From an optimization exercise on the open Yosys and OpenROAD flow, aimed at small area, a short achievable clock period and few clock cycles; shortcuts taken in it are not production practice. Only simulation tests tie the RTL to the original design; equivalence was not proved. No activity file was given, so power comes from the tool's default toggle rates.

==> flow/design.v <==
module JAM (
    input CLK,
    input RST,
    output [2:0] W,
    output [2:0] J,
    input [6:0] Cost,
    output [3:0] MatchCount,
    output [9:0] MinCost,
    output reg Valid
);
reg [7:0] t;           
wire [7:0] t_next = RST ? 8'd1 : (t == 8'd127 ? t : t + 8'd1);
always @(posedge CLK) t <= t_next;
function [2:0] w_of(input [5:0] tt);
    begin
        case (tt)
            6'd0: w_of = 3'd4;
            6'd1: w_of = 3'd4;
            6'd2: w_of = 3'd5;
            6'd3: w_of = 3'd7;
            6'd4: w_of = 3'd1;
            6'd5: w_of = 3'd0;
            6'd6: w_of = 3'd3;
            6'd7: w_of = 3'd7;
            6'd8: w_of = 3'd2;
            6'd9: w_of = 3'd7;
            6'd10: w_of = 3'd7;
            6'd11: w_of = 3'd5;
            6'd12: w_of = 3'd2;
            6'd13: w_of = 3'd7;
            6'd14: w_of = 3'd4;
            6'd15: w_of = 3'd3;
            6'd16: w_of = 3'd5;
            6'd17: w_of = 3'd3;
            6'd18: w_of = 3'd3;
            6'd19: w_of = 3'd0;
            6'd20: w_of = 3'd7;
            6'd21: w_of = 3'd1;
            6'd22: w_of = 3'd0;
            6'd23: w_of = 3'd4;
            6'd24: w_of = 3'd6;
            6'd25: w_of = 3'd6;
            6'd26: w_of = 3'd4;
            6'd27: w_of = 3'd6;
            6'd28: w_of = 3'd3;
            6'd29: w_of = 3'd6;
            6'd30: w_of = 3'd2;
            6'd31: w_of = 3'd2;
            6'd32: w_of = 3'd1;
            6'd33: w_of = 3'd5;
            6'd34: w_of = 3'd2;
            6'd35: w_of = 3'd1;
            6'd36: w_of = 3'd4;
            6'd37: w_of = 3'd3;
            6'd38: w_of = 3'd7;
            6'd39: w_of = 3'd5;
            6'd40: w_of = 3'd0;
            6'd41: w_of = 3'd1;
            6'd42: w_of = 3'd6;
            6'd43: w_of = 3'd4;
            6'd44: w_of = 3'd5;
            6'd45: w_of = 3'd2;
            6'd46: w_of = 3'd1;
            6'd47: w_of = 3'd0;
            6'd48: w_of = 3'd7;
            6'd49: w_of = 3'd0;
            6'd50: w_of = 3'd1;
            6'd51: w_of = 3'd2;
            6'd52: w_of = 3'd6;
            6'd53: w_of = 3'd5;
            6'd54: w_of = 3'd6;
            6'd55: w_of = 3'd1;
            6'd56: w_of = 3'd3;
            6'd57: w_of = 3'd2;
            6'd58: w_of = 3'd0;
            6'd59: w_of = 3'd3;
            6'd60: w_of = 3'd0;
            6'd61: w_of = 3'd4;
            6'd62: w_of = 3'd5;
            6'd63: w_of = 3'd6;
            default: w_of = 3'd0;
        endcase
    end
endfunction
wire [2:0] lw = w_of(t[5:0]);
reg [2:0] lj;           
always @* begin
    case (lw)
        3'd0: lj = t[2:0] - 3'd0;
        3'd1: lj = t[2:0] - 3'd6;
        3'd2: lj = t[2:0] - 3'd7;
        3'd3: lj = t[2:0] - 3'd7;
        3'd4: lj = t[2:0] - 3'd5;
        3'd5: lj = t[2:0] - 3'd6;
        3'd6: lj = t[2:0] - 3'd7;
        3'd7: lj = t[2:0] - 3'd0;
        default: lj = t[2:0];
    endcase
end
assign W = RST ? 3'd4 : lw;
assign J = RST ? 3'd3 : lj;
reg [6:0] R [0:7][0:7];
integer wi, pi;
always @(posedge CLK) begin
    for (wi = 0; wi < 8; wi = wi + 1) begin
        for (pi = 7; pi > 0; pi = pi - 1)
            R[wi][pi] <= R[wi][pi-1];
        if (RST ? (wi == 4) : (t < 8'd64 && lw == wi))
            R[wi][0] <= Cost;
        else
            R[wi][0] <= R[wi][7];
    end
end
function [4:0] pat_of(input [7:0] tt);    
    begin
        case (tt)
            8'd46: pat_of = 5'd16;
            8'd47: pat_of = 5'd21;
            8'd53: pat_of = 5'd22;
            8'd54: pat_of = 5'd18;
            8'd55: pat_of = 5'd16;
            8'd56: pat_of = 5'd22;
            8'd57: pat_of = 5'd17;
            8'd58: pat_of = 5'd22;
            8'd59: pat_of = 5'd23;
            8'd60: pat_of = 5'd21;
            8'd61: pat_of = 5'd19;
            8'd62: pat_of = 5'd25;
            8'd63: pat_of = 5'd25;
            8'd64: pat_of = 5'd24;
            8'd65: pat_of = 5'd16;
            8'd66: pat_of = 5'd21;
            8'd67: pat_of = 5'd20;
            8'd68: pat_of = 5'd23;
            8'd69: pat_of = 5'd24;
            8'd70: pat_of = 5'd24;
            8'd71: pat_of = 5'd24;
            8'd72: pat_of = 5'd23;
            8'd73: pat_of = 5'd23;
            8'd74: pat_of = 5'd20;
            8'd75: pat_of = 5'd18;
            8'd76: pat_of = 5'd22;
            8'd77: pat_of = 5'd23;
            8'd78: pat_of = 5'd23;
            8'd79: pat_of = 5'd23;
            8'd80: pat_of = 5'd20;
            8'd81: pat_of = 5'd22;
            8'd82: pat_of = 5'd23;
            8'd83: pat_of = 5'd17;
            8'd84: pat_of = 5'd20;
            8'd85: pat_of = 5'd21;
            8'd86: pat_of = 5'd22;
            8'd87: pat_of = 5'd22;
            8'd88: pat_of = 5'd19;
            8'd89: pat_of = 5'd21;
            8'd90: pat_of = 5'd19;
            8'd91: pat_of = 5'd22;
            8'd92: pat_of = 5'd19;
            8'd93: pat_of = 5'd20;
            8'd94: pat_of = 5'd21;
            8'd95: pat_of = 5'd20;
            8'd96: pat_of = 5'd17;
            8'd97: pat_of = 5'd20;
            8'd98: pat_of = 5'd18;
            8'd99: pat_of = 5'd21;
            8'd100: pat_of = 5'd18;
            8'd101: pat_of = 5'd18;
            8'd102: pat_of = 5'd20;
            8'd103: pat_of = 5'd19;
            8'd104: pat_of = 5'd21;
            8'd105: pat_of = 5'd19;
            8'd106: pat_of = 5'd17;
            8'd107: pat_of = 5'd19;
            8'd108: pat_of = 5'd17;
            8'd109: pat_of = 5'd17;
            8'd110: pat_of = 5'd19;
            8'd111: pat_of = 5'd18;
            8'd112: pat_of = 5'd18;
            8'd113: pat_of = 5'd18;
            8'd114: pat_of = 5'd16;
            8'd115: pat_of = 5'd16;
            8'd116: pat_of = 5'd16;
            8'd117: pat_of = 5'd16;
            8'd118: pat_of = 5'd17;
            8'd119: pat_of = 5'd17;
            8'd120: pat_of = 5'd16;
            default: pat_of = 5'd0;
        endcase
    end
endfunction
reg [4:0] pn;           
reg iv;                 
always @(posedge CLK) begin
    pn <= RST ? pat_of(8'd0) : pat_of(t);
    iv <= ~RST & pn[4];
end
wire [6:0] a00 = R[0][0];
wire [6:0] a10 = R[1][2];
wire [6:0] a20 = R[2][1];
wire [6:0] a30 = R[3][1];
reg [1:0] sel_a1_0;
always @(posedge CLK) begin
    case (pn[3:0])
        4'd2, 4'd4, 4'd5, 4'd6, 4'd7, 4'd8: sel_a1_0 <= 2'd1;
        default: sel_a1_0 <= 2'd2;
    endcase
end
wire [6:0] a01 = ({7{sel_a1_0[0]}} & R[0][1]) | ({7{sel_a1_0[1]}} & R[0][2]);
reg [1:0] sel_a1_1;
always @(posedge CLK) begin
    if (RST) sel_a1_1 <= 2'd0;
    else begin
        case (pn[3:0])
            4'd2, 4'd4, 4'd5, 4'd6, 4'd7, 4'd8: sel_a1_1 <= 2'd1;
            default: sel_a1_1 <= 2'd2;
        endcase
    end
end
wire [6:0] a11 = ({7{sel_a1_1[0]}} & R[1][3]) | ({7{sel_a1_1[1]}} & R[1][4]);
reg [1:0] sel_a1_2;
always @(posedge CLK) begin
    if (RST) sel_a1_2 <= 2'd3;
    else begin
        case (pn[3:0])
            4'd2, 4'd4, 4'd5, 4'd6, 4'd7, 4'd8: sel_a1_2 <= 2'd1;
            default: sel_a1_2 <= 2'd2;
        endcase
    end
end
wire [6:0] a21 = ({7{sel_a1_2[0]}} & R[2][2]) | ({7{sel_a1_2[1]}} & R[2][3]);
reg [1:0] sel_a1_3;
always @(posedge CLK) begin
    if (RST) sel_a1_3 <= 2'd1;
    else begin
        case (pn[3:0])
            4'd2, 4'd4, 4'd5, 4'd6, 4'd7, 4'd8: sel_a1_3 <= 2'd1;
            default: sel_a1_3 <= 2'd2;
        endcase
    end
end
wire [6:0] a31 = ({7{sel_a1_3[0]}} & R[3][2]) | ({7{sel_a1_3[1]}} & R[3][3]);
reg [3:0] sel_a2_0;
always @(posedge CLK) begin
    case (pn[3:0])
        4'd0, 4'd1, 4'd3: sel_a2_0 <= 4'd1;
        4'd4, 4'd6: sel_a2_0 <= 4'd2;
        4'd2, 4'd7, 4'd9: sel_a2_0 <= 4'd4;
        default: sel_a2_0 <= 4'd8;
    endcase
end
wire [6:0] a02 = ({7{sel_a2_0[0]}} & R[0][1]) | ({7{sel_a2_0[1]}} & R[0][3]) | ({7{sel_a2_0[2]}} & R[0][4]) | ({7{sel_a2_0[3]}} & R[0][5]);
reg [3:0] sel_a2_1;
always @(posedge CLK) begin
    if (RST) sel_a2_1 <= 4'd0;
    else begin
        case (pn[3:0])
            4'd0, 4'd1, 4'd3: sel_a2_1 <= 4'd1;
            4'd4, 4'd6: sel_a2_1 <= 4'd2;
            4'd2, 4'd7, 4'd9: sel_a2_1 <= 4'd4;
            default: sel_a2_1 <= 4'd8;
        endcase
    end
end
wire [6:0] a12 = ({7{sel_a2_1[0]}} & R[1][3]) | ({7{sel_a2_1[1]}} & R[1][5]) | ({7{sel_a2_1[2]}} & R[1][6]) | ({7{sel_a2_1[3]}} & R[1][7]);
reg [3:0] sel_a2_2;
always @(posedge CLK) begin
    if (RST) sel_a2_2 <= 4'd15;
    else begin
        case (pn[3:0])
            4'd0, 4'd1, 4'd3: sel_a2_2 <= 4'd1;
            4'd4, 4'd6: sel_a2_2 <= 4'd2;
            4'd2, 4'd7, 4'd9: sel_a2_2 <= 4'd4;
            default: sel_a2_2 <= 4'd8;
        endcase
    end
end
wire [6:0] a22 = ({7{sel_a2_2[0]}} & R[2][2]) | ({7{sel_a2_2[1]}} & R[2][4]) | ({7{sel_a2_2[2]}} & R[2][5]) | ({7{sel_a2_2[3]}} & R[2][6]);
reg [3:0] sel_a2_3;
always @(posedge CLK) begin
    if (RST) sel_a2_3 <= 4'd1;
    else begin
        case (pn[3:0])
            4'd0, 4'd1, 4'd3: sel_a2_3 <= 4'd1;
            4'd4, 4'd6: sel_a2_3 <= 4'd2;
            4'd2, 4'd7, 4'd9: sel_a2_3 <= 4'd4;
            default: sel_a2_3 <= 4'd8;
        endcase
    end
end
wire [6:0] a32 = ({7{sel_a2_3[0]}} & R[3][2]) | ({7{sel_a2_3[1]}} & R[3][4]) | ({7{sel_a2_3[2]}} & R[3][5]) | ({7{sel_a2_3[3]}} & R[3][6]);
reg [3:0] sel_a3_0;
always @(posedge CLK) begin
    case (pn[3:0])
        4'd5: sel_a3_0 <= 4'd1;
        4'd1, 4'd4, 4'd8: sel_a3_0 <= 4'd2;
        4'd3, 4'd6, 4'd7, 4'd9: sel_a3_0 <= 4'd4;
        default: sel_a3_0 <= 4'd8;
    endcase
end
wire [6:0] a03 = ({7{sel_a3_0[0]}} & R[0][3]) | ({7{sel_a3_0[1]}} & R[0][4]) | ({7{sel_a3_0[2]}} & R[0][6]) | ({7{sel_a3_0[3]}} & R[0][7]);
reg [3:0] sel_a3_1;
always @(posedge CLK) begin
    if (RST) sel_a3_1 <= 4'd0;
    else begin
        case (pn[3:0])
            4'd5: sel_a3_1 <= 4'd1;
            4'd1, 4'd4, 4'd8: sel_a3_1 <= 4'd2;
            4'd3, 4'd6, 4'd7, 4'd9: sel_a3_1 <= 4'd4;
            default: sel_a3_1 <= 4'd8;
        endcase
    end
end
wire [6:0] a13 = ({7{sel_a3_1[0]}} & R[1][5]) | ({7{sel_a3_1[1]}} & R[1][6]) | ({7{sel_a3_1[2]}} & R[1][0]) | ({7{sel_a3_1[3]}} & R[1][1]);
reg [3:0] sel_a3_2;
always @(posedge CLK) begin
    if (RST) sel_a3_2 <= 4'd15;
    else begin
        case (pn[3:0])
            4'd5: sel_a3_2 <= 4'd1;
            4'd1, 4'd4, 4'd8: sel_a3_2 <= 4'd2;
            4'd3, 4'd6, 4'd7, 4'd9: sel_a3_2 <= 4'd4;
            default: sel_a3_2 <= 4'd8;
        endcase
    end
end
wire [6:0] a23 = ({7{sel_a3_2[0]}} & R[2][4]) | ({7{sel_a3_2[1]}} & R[2][5]) | ({7{sel_a3_2[2]}} & R[2][7]) | ({7{sel_a3_2[3]}} & R[2][0]);
reg [3:0] sel_a3_3;
always @(posedge CLK) begin
    if (RST) sel_a3_3 <= 4'd1;
    else begin
        case (pn[3:0])
            4'd5: sel_a3_3 <= 4'd1;
            4'd1, 4'd4, 4'd8: sel_a3_3 <= 4'd2;
            4'd3, 4'd6, 4'd7, 4'd9: sel_a3_3 <= 4'd4;
            default: sel_a3_3 <= 4'd8;
        endcase
    end
end
wire [6:0] a33 = ({7{sel_a3_3[0]}} & R[3][4]) | ({7{sel_a3_3[1]}} & R[3][5]) | ({7{sel_a3_3[2]}} & R[3][7]) | ({7{sel_a3_3[3]}} & R[3][0]);
reg [3:0] sel_b0_0;
always @(posedge CLK) begin
    case (pn[3:0])
        4'd9: sel_b0_0 <= 4'd1;
        4'd2, 4'd7, 4'd8: sel_b0_0 <= 4'd2;
        4'd0, 4'd3, 4'd5, 4'd6: sel_b0_0 <= 4'd4;
        default: sel_b0_0 <= 4'd8;
    endcase
end
wire [6:0] b00 = ({7{sel_b0_0[0]}} & R[4][4]) | ({7{sel_b0_0[1]}} & R[4][5]) | ({7{sel_b0_0[2]}} & R[4][7]) | ({7{sel_b0_0[3]}} & R[4][0]);
reg [3:0] sel_b0_1;
always @(posedge CLK) begin
    if (RST) sel_b0_1 <= 4'd0;
    else begin
        case (pn[3:0])
            4'd9: sel_b0_1 <= 4'd1;
            4'd2, 4'd7, 4'd8: sel_b0_1 <= 4'd2;
            4'd0, 4'd3, 4'd5, 4'd6: sel_b0_1 <= 4'd4;
            default: sel_b0_1 <= 4'd8;
        endcase
    end
end
wire [6:0] b10 = ({7{sel_b0_1[0]}} & R[5][3]) | ({7{sel_b0_1[1]}} & R[5][4]) | ({7{sel_b0_1[2]}} & R[5][6]) | ({7{sel_b0_1[3]}} & R[5][7]);
reg [3:0] sel_b0_2;
always @(posedge CLK) begin
    if (RST) sel_b0_2 <= 4'd15;
    else begin
        case (pn[3:0])
            4'd9: sel_b0_2 <= 4'd1;
            4'd2, 4'd7, 4'd8: sel_b0_2 <= 4'd2;
            4'd0, 4'd3, 4'd5, 4'd6: sel_b0_2 <= 4'd4;
            default: sel_b0_2 <= 4'd8;
        endcase
    end
end
wire [6:0] b20 = ({7{sel_b0_2[0]}} & R[6][2]) | ({7{sel_b0_2[1]}} & R[6][3]) | ({7{sel_b0_2[2]}} & R[6][5]) | ({7{sel_b0_2[3]}} & R[6][6]);
reg [3:0] sel_b0_3;
always @(posedge CLK) begin
    if (RST) sel_b0_3 <= 4'd1;
    else begin
        case (pn[3:0])
            4'd9: sel_b0_3 <= 4'd1;
            4'd2, 4'd7, 4'd8: sel_b0_3 <= 4'd2;
            4'd0, 4'd3, 4'd5, 4'd6: sel_b0_3 <= 4'd4;
            default: sel_b0_3 <= 4'd8;
        endcase
    end
end
wire [6:0] b30 = ({7{sel_b0_3[0]}} & R[7][1]) | ({7{sel_b0_3[1]}} & R[7][2]) | ({7{sel_b0_3[2]}} & R[7][4]) | ({7{sel_b0_3[3]}} & R[7][5]);
reg [1:0] sel_b1_0;
always @(posedge CLK) begin
    case (pn[3:0])
        4'd4, 4'd5, 4'd6: sel_b1_0 <= 2'd1;
        default: sel_b1_0 <= 2'd2;
    endcase
end
wire [6:0] b01 = ({7{sel_b1_0[0]}} & R[4][5]) | ({7{sel_b1_0[1]}} & R[4][6]);
reg [1:0] sel_b1_1;
always @(posedge CLK) begin
    if (RST) sel_b1_1 <= 2'd0;
    else begin
        case (pn[3:0])
            4'd4, 4'd5, 4'd6: sel_b1_1 <= 2'd1;
            default: sel_b1_1 <= 2'd2;
        endcase
    end
end
wire [6:0] b11 = ({7{sel_b1_1[0]}} & R[5][4]) | ({7{sel_b1_1[1]}} & R[5][5]);
reg [1:0] sel_b1_2;
always @(posedge CLK) begin
    if (RST) sel_b1_2 <= 2'd3;
    else begin
        case (pn[3:0])
            4'd4, 4'd5, 4'd6: sel_b1_2 <= 2'd1;
            default: sel_b1_2 <= 2'd2;
        endcase
    end
end
wire [6:0] b21 = ({7{sel_b1_2[0]}} & R[6][3]) | ({7{sel_b1_2[1]}} & R[6][4]);
reg [1:0] sel_b1_3;
always @(posedge CLK) begin
    if (RST) sel_b1_3 <= 2'd1;
    else begin
        case (pn[3:0])
            4'd4, 4'd5, 4'd6: sel_b1_3 <= 2'd1;
            default: sel_b1_3 <= 2'd2;
        endcase
    end
end
wire [6:0] b31 = ({7{sel_b1_3[0]}} & R[7][2]) | ({7{sel_b1_3[1]}} & R[7][3]);
reg [1:0] sel_b2_0;
always @(posedge CLK) begin
    case (pn[3:0])
        4'd0, 4'd2, 4'd3, 4'd6, 4'd7, 4'd9: sel_b2_0 <= 2'd1;
        default: sel_b2_0 <= 2'd2;
    endcase
end
wire [6:0] b02 = ({7{sel_b2_0[0]}} & R[4][0]) | ({7{sel_b2_0[1]}} & R[4][2]);
reg [1:0] sel_b2_1;
always @(posedge CLK) begin
    if (RST) sel_b2_1 <= 2'd0;
    else begin
        case (pn[3:0])
            4'd0, 4'd2, 4'd3, 4'd6, 4'd7, 4'd9: sel_b2_1 <= 2'd1;
            default: sel_b2_1 <= 2'd2;
        endcase
    end
end
wire [6:0] b12 = ({7{sel_b2_1[0]}} & R[5][7]) | ({7{sel_b2_1[1]}} & R[5][1]);
reg [1:0] sel_b2_2;
always @(posedge CLK) begin
    if (RST) sel_b2_2 <= 2'd3;
    else begin
        case (pn[3:0])
            4'd0, 4'd2, 4'd3, 4'd6, 4'd7, 4'd9: sel_b2_2 <= 2'd1;
            default: sel_b2_2 <= 2'd2;
        endcase
    end
end
wire [6:0] b22 = ({7{sel_b2_2[0]}} & R[6][6]) | ({7{sel_b2_2[1]}} & R[6][0]);
reg [1:0] sel_b2_3;
always @(posedge CLK) begin
    if (RST) sel_b2_3 <= 2'd1;
    else begin
        case (pn[3:0])
            4'd0, 4'd2, 4'd3, 4'd6, 4'd7, 4'd9: sel_b2_3 <= 2'd1;
            default: sel_b2_3 <= 2'd2;
        endcase
    end
end
wire [6:0] b32 = ({7{sel_b2_3[0]}} & R[7][5]) | ({7{sel_b2_3[1]}} & R[7][7]);
reg [1:0] sel_b3_0;
always @(posedge CLK) begin
    case (pn[3:0])
        4'd0, 4'd1, 4'd2, 4'd4, 4'd5, 4'd8: sel_b3_0 <= 2'd1;
        default: sel_b3_0 <= 2'd2;
    endcase
end
wire [6:0] b03 = ({7{sel_b3_0[0]}} & R[4][1]) | ({7{sel_b3_0[1]}} & R[4][2]);
reg [1:0] sel_b3_1;
always @(posedge CLK) begin
    if (RST) sel_b3_1 <= 2'd0;
    else begin
        case (pn[3:0])
            4'd0, 4'd1, 4'd2, 4'd4, 4'd5, 4'd8: sel_b3_1 <= 2'd1;
            default: sel_b3_1 <= 2'd2;
        endcase
    end
end
wire [6:0] b13 = ({7{sel_b3_1[0]}} & R[5][0]) | ({7{sel_b3_1[1]}} & R[5][1]);
reg [1:0] sel_b3_2;
always @(posedge CLK) begin
    if (RST) sel_b3_2 <= 2'd3;
    else begin
        case (pn[3:0])
            4'd0, 4'd1, 4'd2, 4'd4, 4'd5, 4'd8: sel_b3_2 <= 2'd1;
            default: sel_b3_2 <= 2'd2;
        endcase
    end
end
wire [6:0] b23 = ({7{sel_b3_2[0]}} & R[6][7]) | ({7{sel_b3_2[1]}} & R[6][0]);
reg [1:0] sel_b3_3;
always @(posedge CLK) begin
    if (RST) sel_b3_3 <= 2'd1;
    else begin
        case (pn[3:0])
            4'd0, 4'd1, 4'd2, 4'd4, 4'd5, 4'd8: sel_b3_3 <= 2'd1;
            default: sel_b3_3 <= 2'd2;
        endcase
    end
end
wire [6:0] b33 = ({7{sel_b3_3[0]}} & R[7][6]) | ({7{sel_b3_3[1]}} & R[7][7]);
wire [107:0] pa, pb;
side_pairs UPA (.c({a33, a32, a31, a30, a23, a22, a21, a20, a13, a12, a11, a10, a03, a02, a01, a00}), .s(pa));
side_pairs UPB (.c({b33, b32, b31, b30, b23, b22, b21, b20, b13, b12, b11, b10, b03, b02, b01, b00}), .s(pb));
reg [107:0] pa_q, pb_q;
reg v1, v2, v3, v4;
always @(posedge CLK) begin
    pa_q <= pa;
    pb_q <= pb;
    v1 <= ~RST & iv;
    v2 <= ~RST & v1;
    v3 <= ~RST & v2;
    v4 <= ~RST & v3;
end
wire [38:0] ha, hb;
side_half UHA (.s(pa_q), .h(ha));
side_half UHB (.s(pb_q), .h(hb));
reg [38:0] ha_q, hb_q;
always @(posedge CLK) begin
    ha_q <= ha;
    hb_q <= hb;
end
wire [25:0] ga, gb;
mc_comb UGA (.a(ha_q[12:0]), .b(ha_q[25:13]), .y(ga[12:0]));
mc_comb UGB (.a(hb_q[12:0]), .b(hb_q[25:13]), .y(gb[12:0]));
assign ga[25:13] = ha_q[38:26];
assign gb[25:13] = hb_q[38:26];
reg [25:0] ga_q, gb_q;
always @(posedge CLK) begin
    ga_q <= ga;
    gb_q <= gb;
end
wire [12:0] ma, mb;
mc_comb UMA (.a(ga_q[12:0]), .b(ga_q[25:13]), .y(ma));
mc_comb UMB (.a(gb_q[12:0]), .b(gb_q[25:13]), .y(mb));
reg [9:0] cand;
reg [3:0] ka, kb;
always @(posedge CLK) begin
    cand <= {1'b0, ma[8:0]} + {1'b0, mb[8:0]};
    ka <= ma[12:9];
    kb <= mb[12:9];
end
wire [3:0] cc = ka * kb;
reg [9:0] best;
reg [3:0] nbest;
wire lt = v4 && cand < best;
wire eq = v4 && cand == best;
assign MinCost = lt ? cand : best;
assign MatchCount = lt ? cc : (eq ? nbest + cc : nbest);
always @(posedge CLK) begin
    if (RST) begin
        best <= 10'h3ff;
        nbest <= 4'd0;
        Valid <= 1'b0;
    end else begin
        best <= MinCost;
        nbest <= MatchCount;
        Valid <= (t == 8'd125);
    end
end
endmodule
module mc_comb (
    input  [12:0] a,
    input  [12:0] b,
    output [12:0] y
);
wire lt = a[8:0] < b[8:0];
wire eq = a[8:0] == b[8:0];
assign y = eq ? {a[12:9] + b[12:9], a[8:0]} : (lt ? a : b);
endmodule
module side_pairs (
    input  [111:0] c,       
    output [107:0] s        
);
function [8:0] pair;        
    input [6:0] x0, y1, y0, x1;    
    reg [7:0] u, v;
    begin
        u = x0 + y1;
        v = y0 + x1;
        pair = {u == v, (u < v) ? u : v};
    end
endfunction
wire [6:0] q [0:3][0:3];
genvar gr, gs;
generate for (gr = 0; gr < 4; gr = gr + 1) begin : g_r
    for (gs = 0; gs < 4; gs = gs + 1) begin : g_s
        assign q[gr][gs] = c[(gr*4+gs)*7 +: 7];
    end
end endgenerate
assign s[0*9 +: 9] = pair(q[0][0], q[1][1], q[0][1], q[1][0]);
assign s[6*9 +: 9] = pair(q[2][0], q[3][1], q[2][1], q[3][0]);
assign s[1*9 +: 9] = pair(q[0][0], q[1][2], q[0][2], q[1][0]);
assign s[7*9 +: 9] = pair(q[2][0], q[3][2], q[2][2], q[3][0]);
assign s[2*9 +: 9] = pair(q[0][0], q[1][3], q[0][3], q[1][0]);
assign s[8*9 +: 9] = pair(q[2][0], q[3][3], q[2][3], q[3][0]);
assign s[3*9 +: 9] = pair(q[0][1], q[1][2], q[0][2], q[1][1]);
assign s[9*9 +: 9] = pair(q[2][1], q[3][2], q[2][2], q[3][1]);
assign s[4*9 +: 9] = pair(q[0][1], q[1][3], q[0][3], q[1][1]);
assign s[10*9 +: 9] = pair(q[2][1], q[3][3], q[2][3], q[3][1]);
assign s[5*9 +: 9] = pair(q[0][2], q[1][3], q[0][3], q[1][2]);
assign s[11*9 +: 9] = pair(q[2][2], q[3][3], q[2][3], q[3][2]);
endmodule
module side_half (
    input  [107:0] s,
    output [38:0] h         
);
wire [12:0] e [0:5];
genvar gi;
generate for (gi = 0; gi < 6; gi = gi + 1) begin : g_e
    wire [1:0] lg = {1'b0, s[gi*9+8]} + {1'b0, s[(11-gi)*9+8]};
    assign e[gi] = {4'd1 << lg, {1'b0, s[gi*9 +: 8]} + {1'b0, s[(11-gi)*9 +: 8]}};
end endgenerate
mc_comb C0 (.a(e[0]), .b(e[1]), .y(h[12:0]));
mc_comb C1 (.a(e[2]), .b(e[3]), .y(h[25:13]));
mc_comb C2 (.a(e[4]), .b(e[5]), .y(h[38:26]));
endmodule
==> flow/run.sh <==
#!/bin/bash
# synth_recipe.tcl (not shown) runs the flow's synth.tcl, then flattens the netlist and writes it again
# the make line also repeats each setting of config.mk as NAME=value (left out here)
make -C /OpenROAD-flow-scripts/flow DESIGN_CONFIG=/design/flow/config.mk WORK_HOME=/design/flow/orfs CLKGATE_MAP_FILE= SYNTH_SCRIPT=/design/flow/synth_recipe.tcl finish
==> flow/config.mk <==
export PLATFORM = sky130hd
export DESIGN_NAME = JAM
export DESIGN_NICKNAME = JAM
export VERILOG_FILES = /design/flow/design.v
export SDC_FILE = /design/flow/constraint.sdc
export NUM_CORES = 4
export LEC_CHECK = 0
export CAP_MARGIN = 20
export CORE_MARGIN = 2
export CORE_UTILIZATION = 65
export SETUP_SLACK_MARGIN = 0.45
export SLEW_MARGIN = 20
==> flow/constraint.sdc <==
create_clock -name core_clock -period 4.5 [get_ports {CLK}]
set_input_delay 0.9000 -clock core_clock [delete_from_list [all_inputs] [get_ports {CLK}]]
set_output_delay 0.9000 -clock core_clock [all_outputs]
set_load 0.01 [all_outputs]
==> qor.csv <==
stage,metric,value,unit
layout,Synth-to-Final Area Change,11.30,%
worst_setup_path,r2r endpoint,pa_q[12],
layout,layout cell share with drive strength beyond 1,10.30,%
global_route,gr usage total,35.09,%
worst_setup_path,critical path class,reg -> reg,
global_route,antenna violations before repair,18,
worst_setup_path,CP required,5020,ps
synthesis,Post-Syn Area,51980,µm²
sta,hold_ws,318.3,ps
clocking,clock-pin slew on the worst setup and hold paths,60,ps
sta,final setup violation count,0,
sta,clock skew,32.96,ps
drt,Remaining DRCs,0,
worst_setup_path,crit path launch,sel_a2_3[2],
clocking,CTS tree,yes,
clocking,CTS root buf,clkbuf_16,
global_route,largest net degree at the start of global routing,56,
layout,fill count,5999,
sta,Fin. Hold Viols,0,
sta,RSZ-0062 raised after global routing,false,
worst_setup_path,Critical Path Source Type,register,
floorplan,io pins,30,
synthesis,post-synth cell types,78,
clocking,CTS Buf Count,93,
synthesis,Post-synth EDFFs,0,
run_status,outcome,no timing/DRC/antenna violations,
layout,"commonest non-fill, non-tap cell in the layout",dfxtp_1,
worst_setup_path,CP Max Fanout,8,
sta,Worst Max-Slew Pin Slew,1098,ps
worst_setup_path,crit end category,register,
sta,"Slew Viols, Final",0,
floorplan,Initial Util,65.69,%
global_route,total grt overflow,0,
min_path,Worst Hold Endpoint,ga_q[13],
drt,Wirelength per Cell,21.94,µm
flow_run,total of max-cap violations,0,
floorplan,cell row count,103,
synthesis,#FFs+latches synth,908,
synthesis,syn avg cell area,9.637,µm²
synthesis,cell count after synthesis,5394,
floorplan,Core Footprint,79130,µm²
drt,initial drt markers,3620,
pwr,Worst IR Drop VDD,0.0006104,V
floorplan,Die Height,286.8,µm
floorplan,Die ar.,82250,µm²
layout,most frequent cells in the layout,"dfxtp_1, ha_1, inv_1, a21oi_1, nand2_1",
clocking,CTS sink cnt,908,
drt,post-route ant nets,0,
global_route,first-pass GRT wire length,221400,µm
worst_setup_path,Worst R2R Setup Slack,560,ps
clocking,H-tree levels,3,
clocking,Max Root-Sink Buffers,3,
sta,Peak Freq,253.8,MHz
layout,layout net count,6466,
sta,slew margin rel.,26.81,%
sta,min cycle time layout,3940,ps
global_route,number of global-route vias before repair,38381,
worst_setup_path,Worst R2R Path Depth,16,
place,detailed placement HPWL,116100,µm
worst_setup_path,CP arrival,4460,ps
synthesis,syn nets,6307,
drt,DRT Pass-1 Iters,6,
drt,Vias/cell,6.043,
synthesis,asr flop ratio synth,0,%
drt,final wirelength,146600,µm
pwr,Leak Pwr,28.59,nW
min_path,Worst Hold Class,reg -> reg,
pwr,pwr dens,835.1,nW/µm²
min_path,hold path cells,0,
place,PortBufs,29,
synthesis,"Primary FF master, synth",dfxtp_1,
min_path,worst hold start,ha_q[26],
synthesis,synthesis warning total,4,
sta,crit share post-route,87.55,%
clocking,Skew-Pair Late Insertion Delay,680,ps
floorplan,die extent in x,286.8,µm
synthesis,post-synthesis sequential area ratio,34.97,%
worst_setup_path,Reg-to-Reg Start,sel_a2_3[2],
place,gpl congestion,1.103,
sta,setup tns final,0,ps
layout,Final Util,73.12,%
drt,Vias,40388,
area by class of cell:
| cell class | instances | area (µm²) | area share, % |
|---|---|---|---|
| multi-input cells | 3917 | 31920 | 55.17 |
| flip-flops and latches | 908 | 18210 | 31.48 |
| clock buffers | 121 | 2624 | 4.535 |
| inverters | 473 | 1775 | 3.069 |
| well taps | 1050 | 1314 | 2.271 |
| repair buffers | 160 | 1296 | 2.240 |
| clock inverters | 51 | 708.2 | 1.224 |
| diodes | 3 | 7.507 | 0.01298 |
flip-flops by register name, indices dropped and copies added (netlist names), 5 cells and up:
name  flops
ha_q     39
best     10
pa_q    108
ga_q     26
pb_q    108
gb_q     26
R       448
hb_q     39
pn        5
cand     10
t         8
what timing repair did:
item,4_1_cts,5_1_grt
pin swaps,1,12
resized for setup,15,119
cloned,0,2
setup buffers,1,15
endpoints found under the setup margin,36,185
hold buffers,0,0
worst max-delay path, stage by stage, from the launching register on:
cell	delay [ps]
dfxtp_1	370
buf_4	200
a22oi_2	170
nand2_2	150
ha_1	250
fa_1	400
a21o_1	170
a21oi_1	220
o21bai_1	90
a21oi_1	180
xor2_1	230
inv_1	70
ha_1	310
nand4_1	200
o21ai_2	240
buf_6	170
mux2i_2	370
metal layers:
layer | wire length, µm | up-vias | track usage, % | part of all wire (%)
met5 | 21 | - | 0 | 0.014
met4 | 5424 | 4 | 12.28 | 3.7
met3 | 12970 | 299 | 6.865 | 8.8
met2 | 60420 | 1627 | 51.97 | 41
met1 | 67800 | 19054 | 50.84 | 46
li1 | - | 19404 | - | -
Yosys cell counts (all sizes together) (67+ instances only):
master | n | area (µm²)
dfxtp | 908 | 18180
ha | 837 | 10470
inv | 473 | 1775
a21oi | 372 | 1877
nand2 | 290 | 1104
o21ai | 289 | 1446
nor2 | 255 | 957.2
a21o | 213 | 1600
xnor2 | 172 | 1514
a22oi | 171 | 1326
xor2 | 153 | 1340
mux2 | 127 | 1430
mux2i | 122 | 1221
nor2b | 120 | 750.7
a22o | 115 | 1007
o21a | 98 | 735.7
nand2b | 82 | 513.0
clkbuf | 76 | 286.5
fa | 67 | 1341
stage by stage:
stage	power [mW]	cell area (µm²)	cells	setup slack, ps
after global placement	37.96	54040	6489	218.7
final	48.32	57860	6683	560.1
after detailed placement	38.45	54040	6490	368.0
after floorplan	30.65	51980	5394	783.4
after CTS	46.93	57420	6663	315.4
after global routing	51.87	57850	6681	372.3
power breakdown:
part / leakage (nW) / internal (mW) / switching, mW
registers: 7.49 / 10.5 / 1.54
clock network: 1.64 / 4.90 / 3.34
logic: 19.5 / 12.2 / 15.8
total: 28.6 / 27.6 / 20.7
cells by family (layout without fill, tap and decap cells):
family                   count (synthesis)  count (layout)  synth area share, %
AO/OA/AOI/OAI                         1434            1434                18.11
AND/OR/NAND/NOR                        999             999                9.322
adder cells (fa/ha/maj)                910             910                22.85
flip-flops                             908             908                34.97
buffers and inverters                  569             805                4.157
XOR/XNOR                               325             325                5.490
multiplexers                           249             249                5.100
other                                    0               3                    0
how the worst max path moves through the flow:
stage / end / slack, ps / cells after the start
floorplan: ha_q[26] / 780 / 16
global placement: pa_q[104] / 220 / 14
detailed placement: pa_q[48] / 370 / 18
CTS: MatchCount[3] / 320 / 11
global route: pa_q[16] / 370 / 17
finish: pa_q[12] / 560 / 16
Testbench counts, summed over its fixed seeds: cycles 1,016.

==> static timing again, ports no longer ideal <==
No port has a modelled driver above. Below, the same layout with a new extraction and two added sets of constraints.
Step 1 sets driving cells, clkbuf_16 on the clock port and buf_2 on the other inputs (assumed; they add their load-dependent delay and slew).
Step 2 moves the port delays by t, midway between the first and last clock arrival at a register: inputs arrive t later, outputs are due t later. That takes back most of the time a late clock gives input paths.
Slacks: no drivers / after step 1 / after step 2; pairs: no drivers / after step 1.
shift t [ns]: 0.728
setup slack, ns: 0.560 / 0.500 / 0.560
worst data-port slew with drivers (ns): 0.03
cell pins on the clock port's net: 1
After both steps setup and hold are still met in this run. For this run, drivers alone change the setup slack by -0.060 ns; drivers and shift together by 0.000 ns.
